Source: an optimization exercise on an open RTL-to-GDS flow (aim: small area, a short achievable clock period and few clock cycles). Production flows keep margins and buffers that such runs may drop. At most, simulation tests tie the RTL to the original design; equivalence was not proved. For runs 2 to 7, only the layout was checked, not whether the RTL still works. Power is estimated from default activity; no workload was simulated.

==> config.mk <==
export PLATFORM = sky130hd
export DESIGN_NAME = conversion
export DESIGN_NICKNAME = conversion
export VERILOG_FILES = /design/flow/design.v
export SDC_FILE = /design/flow/constraint.sdc
export NUM_CORES = 4
export LEC_CHECK = 0
export CAP_MARGIN = 20
export CORE_MARGIN = 2
export CORE_UTILIZATION = 40
export SLEW_MARGIN = 20
==> constraint.sdc <==
create_clock -name core_clock -period 4.5 [get_ports {clk}]
set_input_delay 0.9000 -clock core_clock [delete_from_list [all_inputs] [get_ports {clk}]]
set_output_delay 0.9000 -clock core_clock [all_outputs]
set_load 0.01 [all_outputs]
==> design.v <==
`timescale 1ns / 1ps
module conversion(
	ready,postfix,
	clk,reset,load,infix
);
input clk, reset, load;
input [7:0] infix;
output ready;
output [7:0] postfix;
localparam QN = 29;           
reg       iv, c_dig, c_opn, c_cls, c_hi, c_lo;
reg [3:0] nib;
wire [3:0] in_n = infix[3:0];
always @(posedge clk) begin
	iv    <= load & ~reset;
	c_dig <= load & ~reset & infix[4];
	c_opn <= load & ~reset & ~infix[4] & ~in_n[2] & ~in_n[1] & ~in_n[0];
	c_cls <= load & ~reset & ~infix[4] & ~in_n[2] & ~in_n[1] &  in_n[0];
	c_hi  <= load & ~reset & ~infix[4] &  in_n[1] & ~(in_n[0] ^ in_n[2]);
	c_lo  <= load & ~reset & ~infix[4] &  (in_n[2] ^ in_n[1]) & in_n[0];
	nib   <= in_n;
end
reg        lv, lo, hv, ho;
reg [4:0]  wp;                
reg [2:0]  sp;                
reg        snd, rdy, hd;
reg [3:0]  h;
reg [3:0]  q [1:QN+1];
wire [3:0] hi_n = {1'b1, ho, 1'b1, ho};
wire [3:0] lo_n = {1'b1, lo, ~lo, 1'b1};
wire       pa   = c_cls | c_lo;                      
wire       n1   = c_dig | (hv & (c_hi | pa)) | (lv & pa);
wire       n2   = pa & hv & lv;
wire [3:0] wd0  = c_dig ? nib : (hv ? hi_n : lo_n);
wire [3:0] wd1  = lo_n;
wire [3:0] curv = {lv, lo, hv, ho};
wire [3:0] bus_e = c_opn ? curv : (wp[0] ? wd1 : wd0);
wire [3:0] bus_o = c_opn ? curv : (wp[0] ? wd0 : wd1);
wire [3:0] top  = q[5'd30 - {2'b00, sp}];
wire       more = (wp > 5'd1);
always @(*) q[QN+1] = bus_o;
genvar i;
generate for (i = 1; i <= QN; i = i + 1) begin : g_q
	wire we = (n1 & (wp == i)) | (n2 & (wp == i - 1)) |
	          (c_opn & ({2'b00, sp} == QN - i));
	always @(posedge clk)
		if (snd)      q[i] <= q[i+1];
		else if (we)  q[i] <= (i % 2 == 0) ? bus_e : bus_o;
end endgenerate
always @(posedge clk) begin
	if (reset) begin
		wp  <= 5'd0;
		sp  <= 3'd0;
		lv  <= 1'b0;
		hv  <= 1'b0;
		snd <= 1'b0;
		rdy <= 1'b0;
	end
	else if (snd) begin
		if (more) begin
			h  <= q[1];
			hd <= ~(q[1][3] & (q[1][2] | q[1][1]));
			wp <= wp - 5'd1;
		end
		else if (hv) begin
			h  <= hi_n;
			hd <= 1'b0;
			hv <= 1'b0;
		end
		else if (lv) begin
			h  <= lo_n;
			hd <= 1'b0;
			lv <= 1'b0;
		end
		else begin
			snd <= 1'b0;
			rdy <= 1'b0;
			wp  <= 5'd0;
		end
	end
	else begin
		if (c_dig && wp == 5'd0) begin
			h  <= nib;
			hd <= 1'b1;
		end
		wp <= wp + {3'b000, n2, n1 & ~n2};
		if (c_opn) begin
			sp <= sp + 3'd1;
			lv <= 1'b0;
			hv <= 1'b0;
		end
		else if (c_cls) begin
			sp <= sp - 3'd1;
			{lv, lo, hv, ho} <= top;
		end
		else if (c_hi) begin
			hv <= 1'b1;
			ho <= nib[2];
		end
		else if (c_lo) begin
			lv <= 1'b1;
			lo <= nib[2];
			hv <= 1'b0;
		end
		if (iv && !load) begin
			snd <= 1'b1;
			rdy <= 1'b1;
		end
	end
end
assign ready   = rdy;
assign postfix = {3'b001, hd, h};
endmodule
==> run.sh <==
#!/bin/bash
# synth_recipe.tcl (not shown) runs the flow's synth.tcl, then flattens the netlist and writes it again
# the make line also repeats each setting of config.mk as NAME=value (left out here)
make -C /OpenROAD-flow-scripts/flow DESIGN_CONFIG=/design/flow/config.mk WORK_HOME=/design/flow/orfs CLKGATE_MAP_FILE= SYNTH_SCRIPT=/design/flow/synth_recipe.tcl finish
==> out/metrics.cfg, run 1 <==
[cts]
postCtsSetupRepairBufs=0
cts_tree=built
cts_sinks=145
root_buffer=clkbuf_16
clkTransAtPathRegs_ns=0.06
clk_latency_ns=0.43
cts_buffers=17
cts_buffer_depth=2
cts_resized=0
ctsHtreeMaxLevel=4
hold_buffers=0

[min_path]
hold_path.class=reg -> reg
min_path_cells=2
hold-path-endpoint=rdy$_SDFFE_PP0P_
hp-start=rdy$_SDFFE_PP0P_

[synthesis]
synth_xor_area_share_pct=0.2348
synth_area_per_cell_um2=10.87
synth_cells=686
syn_area_um2=7460
yosys_warnings=6
synth_edf_count=123
synth_top_cell_by_area=edfxtp_1
synthAdderAreaFrac_pct=2.952
yosysSeqAreaShare_pct=55.42
yosys-top-cells-area=edfxtp_1 (50%), a21o_1 (7.3%), dfxtp_1 (5.9%), nand2_1 (4.6%), a21oi_1 (2.8%)
muxShareOfSynthArea_pct=1.107
synth_cell_types=77
yosys-top-cells-count=edfxtp_1 (123), nand2_1 (92), a21o_1 (73)
async_reset_ff_share_pct=0
yosysMostFrequentCell=edfxtp_1
synth_compound_area_share_pct=22.48
synthSimpleGateAreaFrac_pct=12.13
yosys.area.top_type_share_pct=49.51
ys_ff_latch=145
synth_top_family_by_area=compound AO/OA/AOI/OAI gates
ys_dominant_reg_cell=edfxtp_1

[power]
ir_drop_mv=0.2585
power_density_nw_per_um2=408.7
p_leak_nw=3.011

[timing]
setup_violations=0
post-route-period-util_pct=64.66
finalHoldViolCount=0
rsz0062_at_grt=no
slew_headroom_pct=29.79
tightest_slew_ns=1.042
period_needed_ns=2.910
slew_violations=0
fmax_ghz=0.3437
clock_skew_ns=0.009840
tns_ns=0

[worst_setup_path]
worstPathArrival_ns=3.21
r2r_cells=7
critPathBufInv=1
cp.required_ns=4.80
worstSetupPathType=reg -> reg
rrSetupSlack_ns=1.59
crit_family=compound AO/OA/AOI/OAI gates
cpMaxStageDelayCell=o32ai_1
cp_max_fo=19
startpoint_type=flip-flop
path_cells=inv_1, ha_1, or3_4, nand3_1, a31oi_1, o32ai_1, o221a_1
max_stage_delay_ns=0.57
r2r-end=ho$_DFFE_PP_
endpoint_kind=flip-flop
regToRegStartpoint=sp[0]$_SDFFE_PP0P_

[drt]
ant_nets=0
wirelength_um=18870
drc=0
via_per_inst=5.962
dr.pass1.iters=6
drt_iter0_markers=597
wl_per_cell_um=20.87
dr_total_vias=5390

[run_status]
status=finished clean

[global_routing]
grt_start_max_net_pins=100
grt_remaining_overflow=0
grt_pass1_wl_um=29870
first_global_vias=5252
antenna_found_initial=0
grt_usage_pct=19.66

[floorplan]
io_pins=20
fp-row-count=49
core_um2=18150
dieArea_um2=19760
die_w_um=140.6
die_y_um=140.6
start_util_pct=41.11

[job]
cap_violations=0

[cells_and_area]
fill_cells=1695
fin_area_um2=8200
syn2layout_area_growth_pct=9.929
fin_nets=690
drive_gt1_share_pct=7.407
diodes=0

[placement]
gp_congestion=0.8962
port_buffers=13
place_area_um2=7609
dpl.hpwl_um=12280

## logic make-up (layout without fill, tap and decap cells)
| kind of cell | after synthesis | count (layout) |
|---|---|---|
| compound gates | 236 | 236 |
| simple gates | 186 | 186 |
| flops | 145 | 145 |
| buf+inv | 90 | 78 |
| fa+ha+maj | 17 | 17 |
| mux | 8 | 8 |
| other cells | 2 | 3 |
| xor+xnor | 2 | 2 |
## layer usage
layer | wire length, um | global-route usage (%) | vias up
li1 | - | - | 2493
met1 | 8592 | 27.56 | 2655
met2 | 8602 | 30.47 | 216
met3 | 1245 | 4.205 | 26
met4 | 424 | 6.789 | 0
met5 | 0 | 0 | -
## cell usage in the layout (no fill, tap or decap), types with 16 or more instances in the layout
cell and instances:
a21o_1 73, a21oi_1 42, a31oi_1 17, clkbuf_16 17, dfxtp_1 21, edfxtp_1 123, ha_1 16, inv_1 29
nand2_1 92, nor2_1 22, o21ai_0 30
## final cells by class
type	count	area, um2	share of cell area [%]
Timing Repair Buffer	15	145.1	1.770
Sequential cell	145	4138	50.46
Tap cell	229	286.5	3.494
Inverter	31	116.4	1.419
Clock inverter	14	162.7	1.984
Clock buffer	18	429.2	5.233
Multi-Input combinational cell	452	2923	35.64
## report_power, final
group	internal, mW	leakage (nW)	total [mW]	switching (mW)
sequential	1.54	1.26	1.59	0.0475
clock	0.869	0.276	1.44	0.568
combinational	0.117	1.48	0.326	0.209
total	2.53	3.01	3.35	0.825
## worst max-delay path by stage
stage | end | slack [ns] | from | cells after the start
3_3_place_gp | h[2]$_DFFE_PP_ | 1.57 | reset | 3
2_1_floorplan | ho$_DFFE_PP_ | 2.40 | sp[0]$_SDFFE_PP0P_ | 7
5_1_grt | q[3][0]$_DFFE_PP_ | 1.43 | snd$_SDFF_PP0_ | 3
3_5_place_dp | h[1]$_DFFE_PP_ | 1.57 | reset | 3
6_report | ho$_DFFE_PP_ | 1.59 | sp[0]$_SDFFE_PP0P_ | 7
4_1_cts | q[13][0]$_DFFE_PP_ | 1.58 | snd$_SDFF_PP0_ | 3
## worst min-delay path, cell delays in order, from the launching register on
cell     delay (ns)
dfxtp_1        0.31
nand2_1        0.06
o31ai_1        0.06
## flip-flops by register name (all words and copies together) (netlist names), 3 cells and up
register and cells:
q 116, wp 5, h 4, nib 4, sp 3
## stage by stage
stage | util [%] | setup slack (ns) | power [mW] | hold WS, ns | std cells
floorplan | - | 2.403 | 1.844 | 0.4576 | 687
global placement | 41.93 | 1.570 | 1.933 | 0.4469 | 872
detailed placement | 41.93 | 1.572 | 1.941 | 0.4626 | 872
CTS | 45.19 | 1.579 | 3.370 | 0.4839 | 904
global route | 45.19 | 1.433 | 3.461 | 0.5013 | 904
finish | 45.19 | 1.590 | 3.352 | 0.4788 | 904
Testbench counts, summed over its fixed seeds: cycles 5,210.
==> run 2: changes to the inputs <==
--- a/design.v
+++ b/design.v
@@ -36,13 +36,24 @@
 wire [3:0] curv = {lv, lo, hv, ho};
 wire [3:0] bus_e = c_opn ? curv : (wp[0] ? wd1 : wd0);
 wire [3:0] bus_o = c_opn ? curv : (wp[0] ? wd0 : wd1);
-wire [3:0] top  = q[5'd30 - {2'b00, sp}];
+reg  [3:0] top;
+always @(*)
+	case (sp)
+	3'd1: top = q[29];
+	3'd2: top = q[28];
+	3'd3: top = q[27];
+	3'd4: top = q[26];
+	3'd5: top = q[25];
+	default: top = q[24];
+	endcase
+wire [31:0] dw = 32'd1 << wp;       
+wire [7:0]  ds = 8'd1 << sp;        
 wire       more = (wp > 5'd1);
 always @(*) q[QN+1] = bus_o;
 genvar i;
 generate for (i = 1; i <= QN; i = i + 1) begin : g_q
-	wire we = (n1 & (wp == i)) | (n2 & (wp == i - 1)) |
-	          (c_opn & ({2'b00, sp} == QN - i));
+	wire we = (n1 & dw[i]) | (n2 & dw[i-1]) |
+	          ((QN - i < 8) ? (c_opn & ds[(QN - i) % 8]) : 1'b0);
 	always @(posedge clk)
 		if (snd)      q[i] <= q[i+1];
 		else if (we)  q[i] <= (i % 2 == 0) ? bus_e : bus_o;
--- a/config.mk
+++ b/config.mk
@@ -5,7 +5,9 @@
 export SDC_FILE = /design/flow/constraint.sdc
 export NUM_CORES = 4
 export LEC_CHECK = 0
+export ABC_CLOCK_PERIOD_IN_PS = 1500
 export CAP_MARGIN = 20
 export CORE_MARGIN = 2
 export CORE_UTILIZATION = 40
+export SETUP_SLACK_MARGIN = 3.0
 export SLEW_MARGIN = 20
==> run 2 against run 1 <==
  * Still clean on timing, DRC and antenna
  * Total power is 1.8% higher
  * Area after synthesis is 5.8% lower
  * Flip-flop and latch count stayed put
  * Die area is 5.6% lower
  * Clock skew is 0.0021 ns higher
  * Sequential power hardly changed
  * Highest routed layer unchanged
==> out/metrics.cfg, run 2 <==
[synthesis]
synth_area_per_cell_um2=11.11
synthAdderAreaFrac_pct=2.776
yosys-top-cells-area=edfxtp_1 (53%), a21o_1 (7.8%), dfxtp_1 (6.3%), nand2_1 (5.3%), a21oi_1 (2.5%)
muxShareOfSynthArea_pct=0.4449
syn_area_um2=7030
synth_cell_types=62
yosys.area.top_type_share_pct=52.54
async_reset_ff_share_pct=0
synth_top_cell_by_area=edfxtp_1
synth_compound_area_share_pct=20.23
synth_xor_area_share_pct=0.4983
synth_cells=633
synth_top_family_by_area=compound AO/OA/AOI/OAI gates
synthSimpleGateAreaFrac_pct=12.24
synth_edf_count=123
ys_ff_latch=145
yosysSeqAreaShare_pct=58.80
ys_dominant_reg_cell=edfxtp_1
yosysMostFrequentCell=edfxtp_1
yosys-top-cells-count=edfxtp_1 (123), nand2_1 (100), a21o_1 (73)
yosys_warnings=2

[worst_setup_path]
crit_path_frequent_cell=nor2_4
worstPathArrival_ns=2.38
regToRegStartpoint=c_cls$_DFF_P_
cp_max_fo=6
worstSetupPathType=reg -> reg
path_cells=o32a_1, nor2_4, nor2_4, ha_4, inv_2, fa_2, nor2_4, a21o_1, a222oi_1, o32ai_1
rrSetupSlack_ns=2.43
max_stage_delay_ns=0.40
cp.required_ns=4.81
endpoint_kind=flip-flop
cpMaxStageDelayCell=o32a_1
r2r-end=wp[4]$_SDFFE_PP0P_
startpoint_type=flip-flop
r2r_cells=10

[global_routing]
antenna_found_initial=0
first_global_vias=5454
grt_usage_pct=21.71
grt_start_max_net_pins=102
grt_remaining_overflow=0
grt_pass1_wl_um=29900

[cells_and_area]
final_common_cell=edfxtp_1
top_regs=q: 116 flops, wp: 5 flops
drive_gt1_share_pct=38.99
top_register=q
mostFrequentLayoutCells=edfxtp_1 (123), a21o_1 (73), nand2_1 (70), buf_4 (70), nand2_2 (29)
fill_cells=1339
largest_reg_flops=116
syn2layout_area_growth_pct=36.89
diodes=0
fin_nets=749

[floorplan]
die_y_um=136.6
die_w_um=136.6
dieArea_um2=18650
core_um2=17240
start_util_pct=40.79
io_pins=20
fp-row-count=48

[timing]
setup_violations=0
post-route-period-util_pct=46.05
fmax_ghz=0.4826
rsz0062_at_grt=yes
slew_violations=0
tns_ns=0
slew_headroom_pct=62.41
tightest_slew_ns=0.5639
finalHoldViolCount=0
period_needed_ns=2.072
finalHoldWorstSlack_ns=0.5231
clock_skew_ns=0.01199

[drt]
wl_per_cell_um=21.94
via_per_inst=5.851
ant_nets=0
drt_iter0_markers=519
wirelength_um=21090
dr_total_vias=5623
dr.pass1.iters=5
drc=0

[min_path]
hold_path.class=reg -> reg
min_path_cells=1
hp-start=q[20][3]$_DFFE_PP_
hold-path-endpoint=q[19][3]$_DFFE_PP_

[power]
power_density_nw_per_um2=354.4
ir_drop_mv=0.2924
p_leak_nw=3.652

[cts]
ctsHtreeMaxLevel=4
clk_latency_ns=0.44
clkTransAtPathRegs_ns=0.06
root_buffer=clkbuf_16
hold_buffers=0
cts_sinks=145
cts_buffer_depth=2
cts_tree=built
cts_buffers=17

[job]
cap_violations=0

[placement]
dpl.hpwl_um=10380
gp_congestion=0.8438
port_buffers=13

[run_status]
status=finished clean

run 2: changes by cell type after synthesis, sizes merged, moves of 6 or more:
cell and delta:
o21ai -13, nand2 +8, nor2 +8, a21oi -7, nor2b -7, a31oi -6
inv -6
run 2: cells by family after synthesis:
logic type / count (synthesis)
buf+inv: 78
mux: 3
flops: 145
simple gates: 187
fa+ha+maj: 15
other cells: 2
xor+xnor: 4
compound gates: 199
run 2: repair_timing:
action	4_1_cts	5_1_grt
setup endpoints to repair	269	253
cloned	2	6
pin swaps	30	31
resized for setup	161	86
buffers inserted	56	41
run 2: area by class of cell:
class | instances | area [um2] | share of cell area (%)
clock inverters | 14 | 117.6 | 1.222
well taps | 225 | 281.5 | 2.925
repair buffers | 121 | 1157 | 12.03
inverters | 24 | 107.6 | 1.118
flip-flops and latches | 145 | 4192 | 43.55
clock buffers | 18 | 429.2 | 4.459
multi-input cells | 414 | 3339 | 34.70
run 2: where the power goes:
part	internal [mW]	leakage (nW)	switching [mW]
Combinational	0.230	2.11	0.293
Sequential	1.53	1.29	0.0390
Clock	0.754	0.256	0.560
run 2: worst max-delay path, delay by kind of cell, from the launching register on:
family / cells / cell delay (ns)
AOI/OAI and AO/OA: 4 / 0.90
adders and majority gates: 2 / 0.40
and+or+nand+nor: 3 / 0.23
buffers and inverters: 1 / 0.04
DFF: 1 / 0.37
run 2: layer usage:
metal | routed length, um | part of all wire, % | global-route usage (%)
met5 | 0 | 0 | 0
met4 | 810 | 3.8 | 10.59
met3 | 1507 | 7.1 | 6.296
met2 | 10200 | 48 | 34.72
met1 | 8569 | 41 | 26.95
run 2: worst max path at each step:
stage | start | endpoint | cells after the start
6_report | c_cls$_DFF_P_ | wp[4]$_SDFFE_PP0P_ | 10
5_1_grt | c_cls$_DFF_P_ | wp[4]$_SDFFE_PP0P_ | 11
4_1_cts | c_lo$_DFF_P_ | wp[4]$_SDFFE_PP0P_ | 11
3_5_place_dp | reset | h[2]$_DFFE_PP_ | 3
3_3_place_gp | reset | h[0]$_DFFE_PP_ | 3
2_1_floorplan | c_cls$_DFF_P_ | wp[4]$_SDFFE_PP0P_ | 11
run 2: through the flow:
stage               area (um2)  total power [mW]  setup WS, ns  std cells  util [%]
finish                    9624             3.411         2.428        961     55.84
global placement          7363             1.919         1.872        824     42.72
detailed placement        7363             1.930         1.853        824     42.72
floorplan                 7224             1.841         2.377        634         -
CTS                       8935             3.318         2.477        914     51.84
global route              9624             3.518         2.337        961     55.84
==> run 3: changes to the inputs <==
--- a/config.mk
+++ b/config.mk
@@ -5,9 +5,7 @@
 export SDC_FILE = /design/flow/constraint.sdc
 export NUM_CORES = 4
 export LEC_CHECK = 0
-export ABC_CLOCK_PERIOD_IN_PS = 1500
 export CAP_MARGIN = 20
 export CORE_MARGIN = 2
 export CORE_UTILIZATION = 40
-export SETUP_SLACK_MARGIN = 3.0
 export SLEW_MARGIN = 20
==> run 3 against run 2 <==
  * Largest power group unchanged
  * Non-clock buffer count shrank 105
  * Die area unchanged
  * Clock power up 13%
  * Register-to-register slack worse by 0.81 ns
  * Utilization decreased by 10 points
  * Maximum frequency decreased by 28%
  * Largest cell class unchanged
  * Via count shrank 14%
  * Critical path depth is 5 lower
==> out/metrics.cfg, run 3 <==
[cts]
cts_buffer_depth=2
ctsHtreeMaxLevel=4
clk_latency_ns=0.43
postCtsSetupRepairBufs=0
hold_buffers=0
root_buffer=clkbuf_16
cts_resized=0
cts_sinks=145
clkTransAtPathRegs_ns=0.06
cts_tree=built
cts_buffers=17

[floorplan]
dieArea_um2=18650
io_pins=20
fp-row-count=48
start_util_pct=40.79
die_y_um=136.6
core_um2=17240
die_w_um=136.6

[timing]
slew_violations=0
setup_violations=0
rsz0062_at_grt=no
finalHoldViolCount=0
slew_headroom_pct=27.54
period_needed_ns=2.878
tightest_slew_ns=1.087
fmax_ghz=0.3474
tns_ns=0
post-route-period-util_pct=63.96
clock_skew_ns=0.005779

[drt]
dr_total_vias=4860
drc=0
wl_per_cell_um=18.76
via_per_inst=5.698
drt_iter0_markers=491
ant_nets=0
wirelength_um=16010
dr.pass1.iters=5

[placement]
port_buffers=13
dpl.hpwl_um=10230
gp_congestion=0.8504

[worst_setup_path]
cp_max_fo=11
max_stage_delay_ns=0.73
worstSetupPathType=reg -> reg
startpoint_type=flip-flop
r2r_cells=5
cpMaxStageDelayCell=a21boi_0
path_cells=inv_1, ha_1, o21a_1, a31oi_1, a21boi_0
endpoint_kind=flip-flop
worstPathArrival_ns=2.93
cp.required_ns=4.56

[min_path]
hold_path.class=reg -> reg
min_path_cells=1

[power]
power_mw=3.376
p_seq_share_pct=47.0
ir_drop_mv=0.2523
power_density_nw_per_um2=429.2
clockPowerShare_pct=43.9
p_comb_share_pct=9.1
switching_share_pct=23.65
p_leak_nw=2.880
power.switching_mw=0.7983
p_int_mw=2.578

[cells_and_area]
syn2layout_area_growth_pct=11.89
top_register=q
drive_gt1_share_pct=7.006
final_common_cell=edfxtp_1
fin_nets=641
largest_reg_flops=116
top_regs=q: 116 flops, wp: 5 flops
mostFrequentLayoutCells=edfxtp_1 (123), nand2_1 (100), a21o_1 (73)
diodes=0
fin_util_pct=45.64

[synthesis]
yosys-top-cells-count=edfxtp_1 (123), nand2_1 (100), a21o_1 (73)
synth_top_cell_by_area=edfxtp_1
ys_dominant_reg_cell=edfxtp_1
synth_cells=633
yosys_warnings=2
ys_ff_latch=145
yosysMostFrequentCell=edfxtp_1
yosys.area.top_type_share_pct=52.54
syn_area_um2=7030
synth_area_per_cell_um2=11.11
yosys-top-cells-area=edfxtp_1 (53%), a21o_1 (7.8%), dfxtp_1 (6.3%), nand2_1 (5.3%), a21oi_1 (2.5%)
yosysSeqAreaShare_pct=58.80
async_reset_ff_share_pct=0
synth_cell_types=62
synth_edf_count=123

[job]
cap_violations=0

[global_routing]
grt_usage_pct=18.19
gr-max-usage-layer=met2
grt_pass1_wl_um=25450
antenna_found_initial=0
use_met1_pct=23.88
first_global_vias=4733
grt_util_met2_pct=29.36
grt_remaining_overflow=0
grtUsageMet3_pct=3.963
grt_start_max_net_pins=95

[run_status]
status=finished clean

run 3: final cells by class:
| type | count | area, um2 |
|---|---|---|
| Fill cell | 1570 | 9370 |
| Tap cell | 225 | 281.5 |
| Clock buffer | 19 | 432.9 |
| Timing Repair Buffer | 16 | 152.6 |
| Clock inverter | 13 | 187.7 |
| Inverter | 24 | 90.09 |
| Sequential cell | 145 | 4138 |
| Multi-Input combinational cell | 411 | 2584 |
run 3: routing by layer:
layer | part of all wire, % | wire length (um)
met4 | 2.0 | 323
met5 | 0 | 0
met2 | 48 | 7759
met1 | 45 | 7129
met3 | 5.0 | 793
run 3: logic make-up (layout without fill, tap and decap cells):
logic type               Yosys count  after routing  share of synthesized area (%)
XOR/XNOR                           4              4                         0.4984
adder cells (fa/ha/maj)           15             15                          2.776
AO/OA/AOI/OAI                    199            199                          20.24
AND/OR/NAND/NOR                  187            187                          12.24
multiplexers                       3              3                         0.4449
buffers and inverters             78             72                          4.894
flip-flops                       145            145                          58.80
other                              2              3                         0.1068
run 3: worst paths after layout:
check | endpoint | from | slack [ns]
min | rdy$_SDFFE_PP0P_ | rdy$_SDFFE_PP0P_ | 0.52
max | h[0]$_DFFE_PP_ | wp[1]$_SDFFE_PP0P_ | 1.62
min reg2reg | rdy$_SDFFE_PP0P_ | rdy$_SDFFE_PP0P_ | 0.52
max reg2reg | h[0]$_DFFE_PP_ | wp[1]$_SDFFE_PP0P_ | 1.62
run 3: critical path, delay by kind of cell, from the launching register on:
kind | cells | cell delay [ns]
buf+inv | 1 | 0.16
compound gates | 3 | 1.53
flops | 1 | 0.43
fa+ha+maj | 1 | 0.40
run 3: through the flow:
stage | area (um2) | setup slack (ns) | cells | hold WS, ns
after floorplan | 7034 | 2.231 | 634 | 0.4868
final | 7866 | 1.622 | 853 | 0.5181
after detailed placement | 7238 | 1.334 | 821 | 0.5066
after CTS | 7859 | 1.679 | 853 | 0.5239
after global placement | 7226 | 1.455 | 821 | 0.4676
after global routing | 7866 | 1.485 | 853 | 0.5297
run 3: power groups by stage:
stage | logic [mW] | registers, mW | clock network [mW]
after floorplan | 0.236 | 1.58 | 0
after global placement | 0.295 | 1.61 | 0
after detailed placement | 0.305 | 1.61 | 0
after CTS | 0.308 | 1.59 | 1.50
after global routing | 0.336 | 1.59 | 1.56
final | 0.307 | 1.59 | 1.48
==> run 4: changes to the inputs <==
--- a/design.v
+++ b/design.v
@@ -8,7 +8,7 @@
 output ready;
 output [7:0] postfix;
 localparam QN = 29;           
-reg       iv, c_dig, c_opn, c_cls, c_hi, c_lo;
+reg       iv, c_dig, c_opn, c_cls, c_hi, c_lo, c_pa;
 reg [3:0] nib;
 wire [3:0] in_n = infix[3:0];
 always @(posedge clk) begin
@@ -18,6 +18,7 @@
 	c_cls <= load & ~reset & ~infix[4] & ~in_n[2] & ~in_n[1] &  in_n[0];
 	c_hi  <= load & ~reset & ~infix[4] &  in_n[1] & ~(in_n[0] ^ in_n[2]);
 	c_lo  <= load & ~reset & ~infix[4] &  (in_n[2] ^ in_n[1]) & in_n[0];
+	c_pa  <= load & ~reset & ~infix[4] &  ~(in_n[2] & in_n[1]) & in_n[0];
 	nib   <= in_n;
 end
 reg        lv, lo, hv, ho;
@@ -28,7 +29,7 @@
 reg [3:0]  q [1:QN+1];
 wire [3:0] hi_n = {1'b1, ho, 1'b1, ho};
 wire [3:0] lo_n = {1'b1, lo, ~lo, 1'b1};
-wire       pa   = c_cls | c_lo;                      
+wire       pa   = c_pa;                              
 wire       n1   = c_dig | (hv & (c_hi | pa)) | (lv & pa);
 wire       n2   = pa & hv & lv;
 wire [3:0] wd0  = c_dig ? nib : (hv ? hi_n : lo_n);
@@ -49,6 +50,17 @@
 wire [31:0] dw = 32'd1 << wp;       
 wire [7:0]  ds = 8'd1 << sp;        
 wire       more = (wp > 5'd1);
+wire [4:0] wp_p1 = wp + 5'd1;
+wire [4:0] wp_p2 = wp + 5'd2;
+wire [4:0] wp_m1 = wp - 5'd1;
+wire       done  = snd & ~more & ~hv & ~lv;
+always @(posedge clk)
+	if (reset | done)       wp <= 5'd0;
+	else if (snd) begin
+		if (more)           wp <= wp_m1;
+	end
+	else if (n2)            wp <= wp_p2;
+	else if (n1)            wp <= wp_p1;
 always @(*) q[QN+1] = bus_o;
 genvar i;
 generate for (i = 1; i <= QN; i = i + 1) begin : g_q
@@ -60,7 +72,6 @@
 end endgenerate
 always @(posedge clk) begin
 	if (reset) begin
-		wp  <= 5'd0;
 		sp  <= 3'd0;
 		lv  <= 1'b0;
 		hv  <= 1'b0;
@@ -71,7 +82,6 @@
 		if (more) begin
 			h  <= q[1];
 			hd <= ~(q[1][3] & (q[1][2] | q[1][1]));
-			wp <= wp - 5'd1;
 		end
 		else if (hv) begin
 			h  <= hi_n;
@@ -86,7 +96,6 @@
 		else begin
 			snd <= 1'b0;
 			rdy <= 1'b0;
-			wp  <= 5'd0;
 		end
 	end
 	else begin
@@ -94,7 +103,6 @@
 			h  <= nib;
 			hd <= 1'b1;
 		end
-		wp <= wp + {3'b000, n2, n1 & ~n2};
 		if (c_opn) begin
 			sp <= sp + 3'd1;
 			lv <= 1'b0;
--- a/config.mk
+++ b/config.mk
@@ -5,7 +5,9 @@
 export SDC_FILE = /design/flow/constraint.sdc
 export NUM_CORES = 4
 export LEC_CHECK = 0
+export ABC_CLOCK_PERIOD_IN_PS = 1900
 export CAP_MARGIN = 20
 export CORE_MARGIN = 2
 export CORE_UTILIZATION = 40
+export SETUP_SLACK_MARGIN = 2.6
 export SLEW_MARGIN = 20
==> run 4 against run 3 <==
  * Still clean on timing, DRC and antenna
  * Utilization increased by 3.2 points
  * Via count increased by 0.84%
  * First-iteration DRC count decreased by 22%
  * Synthesized cell count decreased by 2.7%
  * Critical path depth increased by 2
  * Maximum frequency increased by 56%
  * Wire length increased by 5.7%
==> out/metrics.cfg, run 4 <==
[floorplan]
io_pins=20
die_w_um=135.6
fp-row-count=48
dieArea_um2=18380
die_y_um=135.6
core_um2=17120
start_util_pct=40.45

[synthesis]
synth_cells=616
yosys-top-cells-count=edfxtp_1 (123), nand2_1 (85), a21o_1 (76)
synthSimpleGateAreaFrac_pct=10.74
synth_edf_count=123
synth_cell_types=51
synthAdderAreaFrac_pct=3.217
synth_top_cell_by_area=edfxtp_1
ys_ff_latch=146
yosys.area.top_type_share_pct=53.35
muxShareOfSynthArea_pct=1.048
syn_area_um2=6923
synth_xor_area_share_pct=0.3795
ys_dominant_reg_cell=edfxtp_1
yosysMostFrequentCell=edfxtp_1
yosys-top-cells-area=edfxtp_1 (53%), a21o_1 (8.2%), dfxtp_1 (6.7%), nand2_1 (4.6%), ha_1 (3.1%)
yosysSeqAreaShare_pct=60.00
synth_compound_area_share_pct=19.97
async_reset_ff_share_pct=0
synth_top_family_by_area=compound AO/OA/AOI/OAI gates
synth_area_per_cell_um2=11.24
yosys_warnings=2

[placement]
dpl.hpwl_um=10180
gp_congestion=0.8840
port_buffers=13

[worst_setup_path]
startpoint_type=flip-flop
critPathBufInv=2
cp.depth=7
worstPathArrival_ns=2.16
worstSetupPathType=reg -> reg
max_stage_delay_ns=0.37
rrSetupSlack_ns=2.65
cp_max_fo=11
cp.required_ns=4.81
r2r_cells=7
path_cells=clkinvlp_4, buf_4, ha_1, nor3_1, a31o_2, o22ai_1, a2111oi_2
endpoint_kind=flip-flop
crit_family=compound AO/OA/AOI/OAI gates
cpMaxStageDelayCell=dfxtp_4

[cells_and_area]
syn2layout_area_growth_pct=20.64
drive_gt1_share_pct=21.50
top_register=q
fin_nets=657
final_common_cell=edfxtp_1
top_regs=q: 116 flops, wp: 5 flops
mostFrequentLayoutCells=edfxtp_1 (123), nand2_1 (84), a21o_1 (76)
fill_cells=1537
multi_input_area_um2=2745
fin_util_pct=48.79
seqCellArea_um2=4193
largest_reg_flops=116
diodes=0

[timing]
finalHoldViolCount=0
period_needed_ns=1.849
slew_violations=0
rsz0062_at_grt=yes
setup_violations=0
tns_ns=0
post-route-period-util_pct=41.09
slew_headroom_pct=33.56
fmax_ghz=0.5408
tightest_slew_ns=0.9934
clock_skew_ns=0.008259

[power]
power.switching_mw=0.7824
p_seq_share_pct=45.6
p_int_mw=2.649
p_leak_nw=3.149
clockPowerShare_pct=44.5
ir_drop_mv=0.2427
p_comb_share_pct=9.9
switching_share_pct=22.80
power_density_nw_per_um2=410.9

[drt]
via_per_inst=5.653
ant_nets=0
wirelength_um=16920
drc=0
drt_iter0_markers=383
dr_total_vias=4901
dr.pass1.iters=5
wl_per_cell_um=19.51

[job]
cap_violations=0

[cts]
cts_buffer_depth=2
root_buffer=clkbuf_16
cts_buffers=17
cts_tree=built
ctsHtreeMaxLevel=4
cts_sinks=146
clk_latency_ns=0.43
clkTransAtPathRegs_ns=0.06

[run_status]
status=finished clean

[global_routing]
antenna_found_initial=0
grt_pass1_wl_um=26220
grt_remaining_overflow=0
grt_usage_pct=19.10
grt_start_max_net_pins=112
first_global_vias=4715

[min_path]
min_path_cells=2
hold_path.class=reg -> reg

-- run 4: cell types whose count changed in the layout (fill, tap and decap cells not counted), sizes merged, moves of 7 or more --
cell,change
clkdlybuf4s50,-7
nand2,-15
buf,+33
o221ai,-10
-- run 4: path summary, 6_finish.rpt --
path                            from                 end
setup reg to reg  wp[2]$_SDFFE_PP0P_  wp[2]$_SDFFE_PP0P_
hold / removal    sp[0]$_SDFFE_PP0P_  sp[0]$_SDFFE_PP0P_
setup / recovery  wp[2]$_SDFFE_PP0P_  wp[2]$_SDFFE_PP0P_
hold reg to reg   sp[0]$_SDFFE_PP0P_  sp[0]$_SDFFE_PP0P_
-- run 4: worst register-to-register path, stage by stage, from the launching register on --
cell,delay [ns]
dfxtp_4,0.37
clkinvlp_4,0.11
buf_4,0.21
ha_1,0.30
nor3_1,0.22
a31o_2,0.15
o22ai_1,0.09
a2111oi_2,0.30
-- run 4: kinds of logic (layout without fill, tap and decap cells) --
group | Yosys count | count (layout)
flip-flops | 146 | 146
XOR/XNOR | 3 | 3
buffers and inverters | 78 | 103
adder cells (fa/ha/maj) | 18 | 18
AO/OA/AOI/OAI | 196 | 196
other | 2 | 3
AND/OR/NAND/NOR | 166 | 166
multiplexers | 7 | 7
-- run 4: power groups by stage --
stage / Combinational, mW / Clock (mW) / Sequential, mW
floorplan: 0.205 / 0 / 1.58
global placement: 0.267 / 0 / 1.60
detailed placement: 0.273 / 0 / 1.60
CTS: 0.329 / 1.55 / 1.57
global route: 0.369 / 1.61 / 1.57
finish: 0.341 / 1.53 / 1.57
-- run 4: final cells by class --
class | count | share of cell area [%]
sequential | 146 | 50.20
multi-input combinational | 393 | 32.87
clock buffer | 17 | 5.094
timing repair buffer | 43 | 4.509
tap | 225 | 3.371
clock inverter | 15 | 2.562
inverter | 27 | 1.303
timing repair inverter | 1 | 0.08989
-- run 4: repair_timing --
| item | CTS | global route |
|---|---|---|
| buffers inserted | 21 | 8 |
| endpoints found under the setup margin | 255 | 160 |
| gates cloned | 1 | 0 |
| pin swaps | 8 | 6 |
| hold buffers | 0 | 0 |
| gates resized for setup | 88 | 22 |
-- run 4: routing by layer --
layer / part of all wire (%) / track usage [%] / vias to the layer above / routed length [um]
li1: - / - / 2279 / -
met5: 0 / 0 / - / 0
met2: 49 / 31.12 / 160 / 8218
met3: 5.3 / 4.078 / 25 / 890
met4: 2.1 / 6.887 / 0 / 350
met1: 44 / 25.24 / 2437 / 7458
-- run 4: per-stage QoR --
step	cell area, um2	total power [mW]	cells	setup slack [ns]	hold slack [ns]
2_1_floorplan	6984	1.787	617	2.481	0.4806
3_3_place_gp	7213	1.869	805	1.801	0.5000
3_5_place_dp	7216	1.877	805	1.762	0.5076
4_1_cts	8225	3.450	859	2.604	0.5208
5_1_grt	8352	3.547	867	2.557	0.5318
6_report	8352	3.431	867	2.651	0.5172
==> run 5: changes to the inputs <==
--- a/config.mk
+++ b/config.mk
@@ -9,5 +9,7 @@
 export CAP_MARGIN = 20
 export CORE_MARGIN = 2
 export CORE_UTILIZATION = 40
+export CTS_CLUSTER_DIAMETER = 200
+export CTS_CLUSTER_SIZE = 40
 export SETUP_SLACK_MARGIN = 2.6
 export SLEW_MARGIN = 20
==> run 5 against run 4 <==
  * Still clean
  * Clock skew did not move
  * Register-to-register slack barely moved
  * Die area did not move
  * Worst setup slack did not move
  * Via count did not move
  * Sequential share of layout area did not move
  * Final cell count did not move
  * Utilization did not move
  * Combinational power barely moved
  * Critical endpoint unchanged
  * Largest cell class unchanged
==> out/metrics.cfg, run 5 <==
[run_status]
status=finished clean

[synthesis]
yosysMostFrequentCell=edfxtp_1
yosys-top-cells-count=edfxtp_1 (123), nand2_1 (85), a21o_1 (76)
synth_cells=616
yosys.area.top_type_share_pct=53.35
syn_area_um2=6923
synth_area_per_cell_um2=11.24
yosys-top-cells-area=edfxtp_1 (53%), a21o_1 (8.2%), dfxtp_1 (6.7%), nand2_1 (4.6%), ha_1 (3.1%)
synth_edf_count=123
async_reset_ff_share_pct=0
ys_dominant_reg_cell=edfxtp_1
yosys_warnings=2
yosysSeqAreaShare_pct=60.00
synth_cell_types=51
ys_ff_latch=146
synth_top_cell_by_area=edfxtp_1

[cts]
cts_buffer_depth=2
ctsHtreeMaxLevel=4
clkTransAtPathRegs_ns=0.06
cts_tree=built
cts_buffers=17
clk_latency_ns=0.43
cts_sinks=146
root_buffer=clkbuf_16

[cells_and_area]
diodes=0
mostFrequentLayoutCells=edfxtp_1 (123), nand2_1 (84), a21o_1 (76)
syn2layout_area_growth_pct=20.64
top_regs=q: 116 flops, wp: 5 flops
drive_gt1_share_pct=21.50
final_common_cell=edfxtp_1
largest_reg_flops=116
top_register=q
fin_nets=657
fin_area_um2=8352
fin_util_pct=48.79

[drt]
dr.pass1.iters=5
wirelength_um=16920
dr_total_vias=4901
wl_per_cell_um=19.51
via_per_inst=5.653
ant_nets=0
drc=0
drt_iter0_markers=383

[global_routing]
first_global_vias=4715
grt_start_max_net_pins=112
grt_remaining_overflow=0
grt_usage_pct=19.10
grt_pass1_wl_um=26220
antenna_found_initial=0

[placement]
place_worst_setup_slack_ns=1.762
gp_congestion=0.8840
port_buffers=13
place_area_um2=7216
dpl.hpwl_um=10180

[timing]
setup_ws_ns=2.651
tns_ns=0
fmax_ghz=0.5408
clock_skew_ns=0.008259
period_needed_ns=1.849
rsz0062_at_grt=yes
slew_headroom_pct=33.56
post-route-period-util_pct=41.09
finalHoldViolCount=0
setup_violations=0
slew_violations=0
tightest_slew_ns=0.9934

[floorplan]
die_w_um=135.6
fp-row-count=48
core_um2=17120
die_y_um=135.6
io_pins=20
dieArea_um2=18380
start_util_pct=40.45

[power]
p_leak_nw=3.149
power_mw=3.431
ir_drop_mv=0.2427
power_density_nw_per_um2=410.9

[worst_setup_path]
worstSetupPathType=reg -> reg
path_cells=clkinvlp_4, buf_4, ha_1, nor3_1, a31o_2, o22ai_1, a2111oi_2
startpoint_type=flip-flop
r2r_cells=7
cp_max_fo=11
r2r-end=wp[2]$_SDFFE_PP0P_
max_stage_delay_ns=0.37
cpMaxStageDelayCell=dfxtp_4
rrSetupSlack_ns=2.65
worstPathArrival_ns=2.16
regToRegStartpoint=wp[2]$_SDFFE_PP0P_
cp.required_ns=4.81
endpoint_kind=flip-flop

[min_path]
hp-start=sp[0]$_SDFFE_PP0P_
hold-path-endpoint=sp[0]$_SDFFE_PP0P_
min_path_cells=2
hold_path.class=reg -> reg

[job]
cap_violations=0

[run 5: final cells by class]
class / instances / area, um2
Inverter: 27 / 108.9
Sequential cell: 146 / 4193
Clock buffer: 17 / 425.4
Tap cell: 225 / 281.5
Multi-Input combinational cell: 393 / 2745
Fill cell: 1537 / 8765
Clock inverter: 15 / 214.0
Timing Repair Buffer: 43 / 376.6
Timing Repair inverter: 1 / 7.507
[run 5: metrics by stage]
step / cells / hold WS (ns)
finish: 867 / 0.5172
global route: 867 / 0.5318
global placement: 805 / 0.5000
detailed placement: 805 / 0.5076
CTS: 859 / 0.5208
floorplan: 617 / 0.4806
[run 5: logic make-up after synthesis]
group / share of synthesized area (%)
and+or+nand+nor: 10.74
other: 0.1085
adders and majority gates: 3.217
muxes: 1.048
DFF: 60.00
buffers and inverters: 4.537
AOI/OAI and AO/OA: 19.97
xor gates and xnor gates: 0.3796
[run 5: routing by layer]
metal	global-route usage, %	share of wire, %	up-vias
met2	31.12	49	160
met1	25.24	44	2437
met5	0	0	-
met4	6.887	2.1	0
li1	-	-	2279
met3	4.078	5.3	25
[run 5: what timing repair did]
action	CTS	global route
hold endpoints to repair	0	0
hold buffers	0	0
gates cloned	1	0
gates resized for setup	88	22
endpoints found under the setup margin	255	160
pin swaps	8	6
buffers inserted	21	8
[run 5: how the worst max path moves through the flow]
stage | end | from | slack (ns)
floorplan | q[18][0]$_DFFE_PP_ | lv$_SDFFE_PP0P_ | 2.48
global placement | h[1]$_DFFE_PP_ | wp[0]$_SDFFE_PP0P_ | 1.80
detailed placement | h[2]$_DFFE_PP_ | wp[0]$_SDFFE_PP0P_ | 1.76
CTS | q[8][1]$_DFFE_PP_ | snd$_SDFF_PP0_ | 2.60
global route | wp[2]$_SDFFE_PP0P_ | wp[2]$_SDFFE_PP0P_ | 2.56
finish | wp[2]$_SDFFE_PP0P_ | wp[2]$_SDFFE_PP0P_ | 2.65
[run 5: power breakdown]
part | switching (mW) | total [mW] | leakage, nW | internal, mW
Combinational | 0.205 | 0.341 | 1.55 | 0.136
Clock | 0.547 | 1.53 | 0.306 | 0.978
Sequential | 0.0304 | 1.57 | 1.29 | 1.54
[run 5: worst max-delay path, delay by kind of cell (launching register included)]
| kind | cells | cell delay, ns |
|---|---|---|
| adder cells (fa/ha/maj) | 1 | 0.30 |
| AND/OR/NAND/NOR | 1 | 0.22 |
| flip-flops | 1 | 0.37 |
| AO/OA/AOI/OAI | 3 | 0.54 |
| buffers and inverters | 2 | 0.32 |
==> run 6: changes to the inputs <==
==> design.v (replaced) <==
`timescale 1ns / 1ps
module conversion(
	ready,postfix,
	clk,reset,load,infix
);
input clk, reset, load;
input [7:0] infix;
output ready;
output [7:0] postfix;
localparam QN = 29;           
reg       c_dig, c_opn, c_cls, c_hi, c_pa;
reg [3:0] nib;
wire [3:0] in_n = infix[3:0];
wire       ld   = load & ~reset;
always @(posedge clk) begin
	c_dig <= ld &  infix[4];
	c_opn <= ld & ~infix[4] & ~in_n[2] & ~in_n[1] & ~in_n[0];           
	c_cls <= ld & ~infix[4] & ~in_n[2] & ~in_n[1] &  in_n[0];           
	c_hi  <= ld & ~infix[4] &  in_n[1] & ~(in_n[0] ^ in_n[2]);          
	c_pa  <= ld & ~infix[4] & ~(in_n[2] & in_n[1]) & in_n[0];           
	nib   <= in_n;
end
wire iv   = c_dig | c_opn | c_hi | c_pa;
wire c_lo = c_pa & ~c_cls;
reg        lv, lo, hv, ho;
reg [3:0]  hp;                
reg        p;
reg [2:0]  sp;                
reg        snd, rdy, hd;
reg [3:0]  h;
reg [3:0]  q [1:QN+1];
wire [3:0] hi_n = {1'b1, ho, 1'b1, ho};
wire [3:0] lo_n = {1'b1, lo, ~lo, 1'b1};
wire       n1   = c_dig | (hv & (c_hi | c_pa)) | (lv & c_pa);    
wire       n2   = c_pa & hv & lv;                                
wire       wa   = ~p & n1;                   
wire       wb   =  p & n2;                   
wire       wc   = (p & n1) | (~p & n2);      
wire [3:0] wd0  = c_dig ? nib : (hv ? hi_n : lo_n);
wire [3:0] wd1  = lo_n;
wire [3:0] curv = {lv, lo, hv, ho};
wire [3:0] bus_e = c_opn ? curv : (p ? wd1 : wd0);
wire [3:0] bus_o = c_opn ? curv : (p ? wd0 : wd1);
reg  [3:0] top;
always @(*)
	case (sp)
	3'd1: top = q[29];
	3'd2: top = q[28];
	3'd3: top = q[27];
	3'd4: top = q[26];
	3'd5: top = q[25];
	default: top = q[24];
	endcase
reg [15:0] dh;                
reg [7:0]  ds;                
integer k;
always @(*) begin
	for (k = 0; k < 16; k = k + 1) dh[k] = (hp == k);
	for (k = 0; k < 8; k = k + 1)  ds[k] = (sp == k);
end
wire       more = (hp != 4'd0);             
wire       done = snd & ~more & ~hv & ~lv;
wire       inc  = n2 | (n1 & p);
wire [3:0] hp_p1 = hp + 4'd1;
wire [3:0] hp_m1 = hp - 4'd1;
always @(posedge clk)
	if (reset | done) begin
		hp <= 4'd0;
		p  <= 1'b0;
	end
	else if (snd) begin
		if (more) begin
			p <= ~p;
			if (!p) hp <= hp_m1;
		end
	end
	else begin
		p <= p ^ (n1 & ~n2);
		if (inc) hp <= hp_p1;
	end
always @(*) q[QN+1] = bus_o;
genvar i;
generate for (i = 1; i <= QN; i = i + 1) begin : g_q
	wire we;
	if (i % 2 == 0)
		assign we = (wa & dh[i/2]) | (wb & dh[i/2-1]) |
		            ((QN - i < 8) ? (c_opn & ds[(QN - i) % 8]) : 1'b0);
	else
		assign we = (wc & dh[i/2]) |
		            ((QN - i < 8) ? (c_opn & ds[(QN - i) % 8]) : 1'b0);
	always @(posedge clk)
		if (snd)      q[i] <= q[i+1];
		else if (we)  q[i] <= (i % 2 == 0) ? bus_e : bus_o;
end endgenerate
always @(posedge clk) begin
	if (reset) begin
		sp  <= 3'd0;
		lv  <= 1'b0;
		hv  <= 1'b0;
		snd <= 1'b0;
		rdy <= 1'b0;
	end
	else if (snd) begin
		if (more) begin
			h  <= q[1];
			hd <= ~(q[1][3] & (q[1][2] | q[1][1]));
		end
		else if (hv) begin
			h  <= hi_n;
			hd <= 1'b0;
			hv <= 1'b0;
		end
		else if (lv) begin
			h  <= lo_n;
			hd <= 1'b0;
			lv <= 1'b0;
		end
		else begin
			snd <= 1'b0;
			rdy <= 1'b0;
		end
	end
	else begin
		if (c_dig && hp == 4'd0 && !p) begin
			h  <= nib;
			hd <= 1'b1;
		end
		if (c_opn) begin
			sp <= sp + 3'd1;
			lv <= 1'b0;
			hv <= 1'b0;
		end
		else if (c_cls) begin
			sp <= sp - 3'd1;
			{lv, lo, hv, ho} <= top;
		end
		else if (c_hi) begin
			hv <= 1'b1;
			ho <= nib[2];
		end
		else if (c_lo) begin
			lv <= 1'b1;
			lo <= nib[2];
			hv <= 1'b0;
		end
		if (iv && !load) begin
			snd <= 1'b1;
			rdy <= 1'b1;
		end
	end
end
assign ready   = rdy;
assign postfix = {3'b001, hd, h};
endmodule
--- a/config.mk
+++ b/config.mk
@@ -9,7 +9,5 @@
 export CAP_MARGIN = 20
 export CORE_MARGIN = 2
 export CORE_UTILIZATION = 40
-export CTS_CLUSTER_DIAMETER = 200
-export CTS_CLUSTER_SIZE = 40
 export SETUP_SLACK_MARGIN = 2.6
 export SLEW_MARGIN = 20
==> run 6 against run 5 <==
  * Flip-flop and latch count fell by 2
  * Via count shrank 2.8%
  * Sequential power is essentially flat
==> out/metrics.cfg, run 6 <==
[run_status]
status=finished clean

[cells_and_area]
largest_reg_flops=116
fin_nets=628
diodes=0
multi_input_area_um2=2570
seqCellArea_um2=4135
fill_cells=1436
top_register=q
fin_util_pct=48.53
final_common_cell=edfxtp_1
instances_no_fill=838
drive_gt1_share_pct=20.71
syn2layout_area_growth_pct=17.77
mostFrequentLayoutCells=edfxtp_1 (123), nand2_1 (82), a21o_1 (80)

[synthesis]
synth_xor_area_share_pct=0.3831
synthAdderAreaFrac_pct=2.354
synth_compound_area_share_pct=20.16
yosys-top-cells-count=edfxtp_1 (123), nand2_1 (83), a21o_1 (80)
synth_area_per_cell_um2=11.60
synthSimpleGateAreaFrac_pct=11.11
synth_top_family_by_area=compound AO/OA/AOI/OAI gates
yosys-top-cells-area=edfxtp_1 (54%), a21o_1 (8.8%), dfxtp_1 (6.1%), nand2_1 (4.5%), a21oi_1 (2.6%)
synth_cell_types=64
synth_edf_count=123
muxShareOfSynthArea_pct=0.5291
yosys.area.top_type_share_pct=53.86
yosys_warnings=2
ys_ff_latch=144
yosysSeqAreaShare_pct=59.99
syn_area_um2=6858
yosysMostFrequentCell=edfxtp_1
synth_top_cell_by_area=edfxtp_1
ys_dominant_reg_cell=edfxtp_1
async_reset_ff_share_pct=0
synth_cells=591

[cts]
cts_sinks=144
cts_tree=built
cts_buffer_depth=2
clk_latency_ns=0.42
ctsHtreeMaxLevel=4
root_buffer=clkbuf_16
cts_buffers=17
clkTransAtPathRegs_ns=0.06

[drt]
via_per_inst=5.683
wl_per_cell_um=19.30
drc=0
dr_total_vias=4762
dr.pass1.iters=5
drt_iter0_markers=370
wirelength_um=16170
ant_nets=0

[worst_setup_path]
endpoint_kind=flip-flop
worstPathArrival_ns=1.97
worstSetupPathType=reg -> reg
cp_max_fo=14
startpoint_type=flip-flop
cp.required_ns=4.60

[timing]
tightest_slew_ns=0.6749
setup_ws_ns=2.627
slew_violations=0
post-route-period-util_pct=41.62
rsz0062_at_grt=yes
clock_skew_ns=0.004522
tns_ns=0
period_needed_ns=1.873
slew_headroom_pct=54.76
finalHoldViolCount=0
finalHoldWorstSlack_ns=0.4888
setup_violations=0
fmax_ghz=0.5340

[floorplan]
io_pins=20
start_util_pct=41.21
dieArea_um2=18210
die_y_um=134.9
die_w_um=134.9
fp-row-count=47
core_um2=16640

[placement]
dpl.hpwl_um=9977
gp_congestion=0.8509
placedCellCount=785
place_worst_setup_slack_ns=1.809
port_buffers=13

[global_routing]
grt_usage_pct=18.43
grt_remaining_overflow=0
antenna_found_initial=0
grt_start_max_net_pins=77
first_global_vias=4494
grt_pass1_wl_um=24980

[power]
power_density_nw_per_um2=422.5
ir_drop_mv=0.3026
p_leak_nw=3.054

[job]
cap_violations=0

[min_path]
hold_path.class=reg -> reg

==> run 6: cell types whose count changed in the layout (fill, tap and decap cells not counted), sizes merged, moves of 6 or more <==
| cell | delta |
|---|---|
| nor2 | -7 |
| nor2b | -8 |
| a221o | -8 |
| nand4 | -6 |
| nand3 | +6 |
| buf | -8 |
| o21ai | +12 |
==> run 6: worst paths after layout <==
path	start	end	slack, ns	cells after the start
worst max-delay path	snd$_SDFF_PP0_	q[21][3]$_DFFE_PP_	2.63	2
worst min register to register	rdy$_SDFFE_PP0P_	rdy$_SDFFE_PP0P_	0.49	1
worst min-delay path	rdy$_SDFFE_PP0P_	rdy$_SDFFE_PP0P_	0.49	1
worst max register to register	snd$_SDFF_PP0_	q[21][3]$_DFFE_PP_	2.63	2
==> run 6: layer usage <==
layer | part of all wire [%] | GRT usage [%] | wire length [um] | vias up
met5 | 0 | 0 | 0 | -
met4 | 2.6 | 8.102 | 428 | 0
met3 | 6.0 | 4.092 | 978 | 33
met2 | 47 | 27.83 | 7624 | 145
met1 | 44 | 25.58 | 7142 | 2387
li1 | - | - | - | 2197
==> run 6: logic make-up after synthesis <==
| logic type | Yosys count |
|---|---|
| DFF | 144 |
| and+or+nand+nor | 158 |
| other | 2 |
| AOI/OAI and AO/OA | 195 |
| muxes | 3 |
| adders and majority gates | 13 |
| buffers and inverters | 73 |
| xor gates and xnor gates | 3 |
==> run 6: what timing repair did <==
item,CTS,global route
cloned,0,1
gates resized for setup,71,29
pin swaps,2,8
setup endpoints to repair,262,186
hold buffers,0,0
buffers inserted,7,13
==> run 6: area by class of cell <==
| type | instances | share of cell area [%] |
|---|---|---|
| Sequential cell | 144 | 51.20 |
| Multi-Input combinational cell | 375 | 31.82 |
| Clock buffer | 17 | 5.267 |
| Timing Repair Buffer | 36 | 4.059 |
| Tap cell | 220 | 3.408 |
| Clock inverter | 15 | 2.696 |
| Inverter | 30 | 1.487 |
| Timing Repair inverter | 1 | 0.06197 |
==> run 6: stage by stage <==
| stage | cell area (um2) | power [mW] |
|---|---|---|
| floorplan | 6862 | 1.795 |
| global placement | 7038 | 1.863 |
| global route | 8077 | 3.530 |
| CTS | 7876 | 3.410 |
| finish | 8077 | 3.413 |
| detailed placement | 7044 | 1.873 |
==> run 6: power breakdown <==
part,leakage [nW],internal (mW),switching (mW),total [mW]
Clock,0.306,0.979,0.545,1.52
Combinational,1.48,0.127,0.196,0.322
Sequential,1.26,1.53,0.0322,1.57
==> run 6: worst max-delay path, cell delays in order (launching register included) <==
cell	delay, ns
dfxtp_4	0.52
clkinvlp_2	0.64
o21ai_2	0.38
==> run 7: changes to the inputs <==
--- a/design.v
+++ b/design.v
@@ -33,9 +33,6 @@
 wire [3:0] lo_n = {1'b1, lo, ~lo, 1'b1};
 wire       n1   = c_dig | (hv & (c_hi | c_pa)) | (lv & c_pa);    
 wire       n2   = c_pa & hv & lv;                                
-wire       wa   = ~p & n1;                   
-wire       wb   =  p & n2;                   
-wire       wc   = (p & n1) | (~p & n2);      
 wire [3:0] wd0  = c_dig ? nib : (hv ? hi_n : lo_n);
 wire [3:0] wd1  = lo_n;
 wire [3:0] curv = {lv, lo, hv, ho};
@@ -83,10 +80,10 @@
 generate for (i = 1; i <= QN; i = i + 1) begin : g_q
 	wire we;
 	if (i % 2 == 0)
-		assign we = (wa & dh[i/2]) | (wb & dh[i/2-1]) |
+		assign we = (~p & dh[i/2]) | (p & dh[i/2-1]) |
 		            ((QN - i < 8) ? (c_opn & ds[(QN - i) % 8]) : 1'b0);
 	else
-		assign we = (wc & dh[i/2]) |
+		assign we = dh[i/2] |
 		            ((QN - i < 8) ? (c_opn & ds[(QN - i) % 8]) : 1'b0);
 	always @(posedge clk)
 		if (snd)      q[i] <= q[i+1];
@@ -121,9 +118,9 @@
 		end
 	end
 	else begin
-		if (c_dig && hp == 4'd0 && !p) begin
-			h  <= nib;
-			hd <= 1'b1;
+		if (hp == 4'd0 && !p) begin    
+			h  <= bus_e;
+			hd <= c_dig;
 		end
 		if (c_opn) begin
 			sp <= sp + 3'd1;
==> run 7 against run 6 <==
  * Flip-flop and latch count unchanged
  * Die area down 1.2%
  * Largest power group unchanged
  * Clock-buffer cell count up 3
  * Combinational power down about 20%
  * Final cell count down 1.3%
  * Worst setup slack better by 0.031 ns
  * Via count down 4.5%
  * Total power down 9.2%
  * Global-route usage about the same
  * Still clean
  * Non-clock buffer count down 9
  * Maximum frequency up 1.7%
==> out/metrics.cfg, run 7 <==
[cells_and_area]
mostFrequentLayoutCells=edfxtp_1 (123), nand2_1 (94), a21o_1 (72)
drive_gt1_share_pct=15.32
largest_reg_flops=116
fill_cells=1567
fin_nets=618
fin_area_um2=7717
final_common_cell=edfxtp_1
diodes=0
instances_no_fill=827
top_register=q
syn2layout_area_growth_pct=13.95
fin_util_pct=46.54

[worst_setup_path]
max_stage_delay_ns=0.36
critPathBufInv=1
cp.required_ns=3.60
regToRegStartpoint=p$_SDFFE_PP0P_
worstPathArrival_ns=0.94
worstSetupPathType=reg -> out
startpoint_type=flip-flop
r2r_cells=5
rrSetupSlack_ns=2.66
cpMaxStageDelayCell=edfxtp_1
crit_family=flip-flops
endpoint_kind=output pin
cp_max_fo=1
r2r-end=q[16][1]$_DFFE_PP_
path_cells=buf_2

[timing]
slew_headroom_pct=63.21
setup_violations=0
rsz0062_at_grt=yes
tightest_slew_ns=0.5366
finalHoldWorstSlack_ns=0.4931
post-route-period-util_pct=40.93
fmax_ghz=0.5429
period_needed_ns=1.842
tns_ns=0
clock_skew_ns=0.01459
slew_violations=0
finalHoldViolCount=0

[synthesis]
syn_area_um2=6773
synth_edf_count=123
synth_top_cell_by_area=edfxtp_1
yosysMostFrequentCell=edfxtp_1
yosys-top-cells-count=edfxtp_1 (123), nand2_1 (95), a21o_1 (72)
synth_cells=594
synth_cell_types=60
async_reset_ff_share_pct=0
yosys_warnings=2
yosysSeqAreaShare_pct=60.74
ys_ff_latch=144
ys_dominant_reg_cell=edfxtp_1
yosys.area.top_type_share_pct=54.54
yosys-top-cells-area=edfxtp_1 (55%), a21o_1 (8.0%), dfxtp_1 (6.2%), nand2_1 (5.3%), a21oi_1 (2.6%)
synth_area_per_cell_um2=11.40

[min_path]
min_path_cells=1
hold_path.class=reg -> reg
hp-start=rdy$_SDFFE_PP0P_
hold-path-endpoint=rdy$_SDFFE_PP0P_

[placement]
place_area_um2=6960
dpl.hpwl_um=9561
port_buffers=13
gp_congestion=0.8642
placedCellCount=785

[global_routing]
grt_pass1_wl_um=25010
first_global_vias=4526
grt_remaining_overflow=0
antenna_found_initial=0
grt_usage_pct=18.45
grt_start_max_net_pins=61

[cts]
clkTransAtPathRegs_ns=0.06
cts_buffer_depth=2
cts_sinks=144
cts_tree=built
cts_buffers=17
ctsHtreeMaxLevel=4
hold_buffers=0
root_buffer=clkbuf_16
clk_latency_ns=0.43

[floorplan]
fp-row-count=47
die_w_um=134.1
start_util_pct=40.84
die_y_um=134.1
io_pins=20
dieArea_um2=17990
core_um2=16580

[drt]
drc=0
drt_iter0_markers=395
ant_nets=0
wl_per_cell_um=18.86
wirelength_um=15600
dr.pass1.iters=5
via_per_inst=5.497
dr_total_vias=4546

[power]
ir_drop_mv=0.3099
p_leak_nw=2.886
power_density_nw_per_um2=401.4

[run_status]
status=finished clean

[job]
cap_violations=0

## run 7: cell count changes after synthesis, moves of 3 or more
cell | before | now
mux2i_1 | 1 | 5
a21o_1 | 80 | 72
o21ai_0 | 31 | 27
a32oi_1 | 0 | 3
nand2_1 | 83 | 95
o221ai_1 | 3 | 0
buf_2 | 18 | 24
nand2b_1 | 6 | 9
a32o_1 | 3 | 0
nor3_2 | 5 | 2
## run 7: worst max path at each step
stage,from,endpoint,cells past startpoint
6_report,h[1]$_DFFE_PP_,postfix[1],1
5_1_grt,hp[3]$_SDFFE_PP0P_,q[16][0]$_DFFE_PP_,4
4_1_cts,hp[1]$_SDFFE_PP0P_,q[28][3]$_DFFE_PP_,4
3_5_place_dp,snd$_SDFF_PP0_,q[5][3]$_DFFE_PP_,3
3_3_place_gp,snd$_SDFF_PP0_,q[1][3]$_DFFE_PP_,3
2_1_floorplan,hp[0]$_SDFFE_PP0P_,h[0]$_DFFE_PP_,7
## run 7: worst reg2reg max path, stage by stage (launching register included)
cell	delay, ns
dfxtp_4	0.43
or3b_1	0.40
a21oi_1	0.26
nor3_4	0.13
buf_4	0.21
a21o_1	0.16
## run 7: area by class of cell
type	instances	area [um2]	share of cell area, %
clock buffer	20	436.7	5.658
clock inverter	11	92.59	1.200
inverter	28	108.9	1.411
multi-input combinational	376	2426	31.44
sequential	144	4138	53.62
tap	220	275.3	3.567
timing repair buffer	27	232.7	3.016
timing repair inverter	1	7.507	0.09728
## run 7: cell families after synthesis
group                      Yosys count  synth area share (%)
and+or+nand+nor                    173                 12.21
DFF                                144                 60.74
AOI/OAI and AO/OA                  178                 17.92
xor gates and xnor gates             4                0.5174
adders and majority gates           12                 2.217
buffers and inverters               75                 5.321
other                                2                0.1109
muxes                                6                0.9606
## run 7: through the flow
stage,worst slack [ns],power (mW)
after floorplan,2.610,1.750
after detailed placement,1.621,1.828
after global placement,1.676,1.819
final,2.658,3.098
after global routing,2.545,3.204
after CTS,2.491,3.118
## run 7: power by group
group	switching, mW	internal, mW	total, mW
sequential	0.0315	1.53	1.56
combinational	0.162	0.0945	0.256
clock	0.532	0.751	1.28
total	0.725	2.37	3.10
## run 7: what timing repair did
action	in CTS	in global routing
gates cloned	1	0
endpoints found under the setup margin	250	95
setup buffers	5	5
resized for setup	63	18
pin swaps	2	1
## run 7: metal layers
metal	routed length [um]	track usage [%]	vias up
li1	-	-	2142
met4	274	6.257	0
met3	780	4.913	27
met1	7221	24.80	2270
met2	7321	29.12	107
met5	0	0	-

port drivers added, routing unchanged:
How much do the figures lean on ideal ports? The routed layouts below were timed once more, with nothing changed but the port constraints.
Step 1, drivers: a clkbuf_16 drives clk and a buf_2 each remaining input, both assumed.
Step 2 moves the port delays by t, midway between the first and last clock arrival at a register: inputs arrive t later, outputs are due t later. That takes back most of the time a late clock gives input paths.
Three values: ideal, step 1, step 2; two values: the first two.
run | t, ns | slack for setup (ns) | worst register clock-pin slew, ns | worst slew at a driven data input, ns
run 1 | 0.469 | 1.590 / 1.590 / 1.569 | 0.06 / 0.06 | 0.03
run 2 | 0.475 | 2.428 / 2.428 / 2.428 | 0.06 / 0.06 | 0.05
run 3 | 0.465 | 1.622 / 1.622 / 1.292 | 0.06 / 0.06 | 0.04
run 4 | 0.463 | 2.651 / 2.618 / 2.347 | 0.06 / 0.06 | 0.03
run 5 | 0.463 | 2.651 / 2.618 / 2.347 | 0.06 / 0.06 | 0.03
run 6 | 0.462 | 2.627 / 2.617 / 2.224 | 0.06 / 0.06 | 0.03
run 7 | 0.461 | 2.658 / 2.620 / 2.277 | 0.06 / 0.06 | 0.03
After both steps setup and hold are still met in every run listed. For run 6, which loses most, drivers alone change the setup slack by -0.010 ns; drivers and shift together by -0.403 ns.
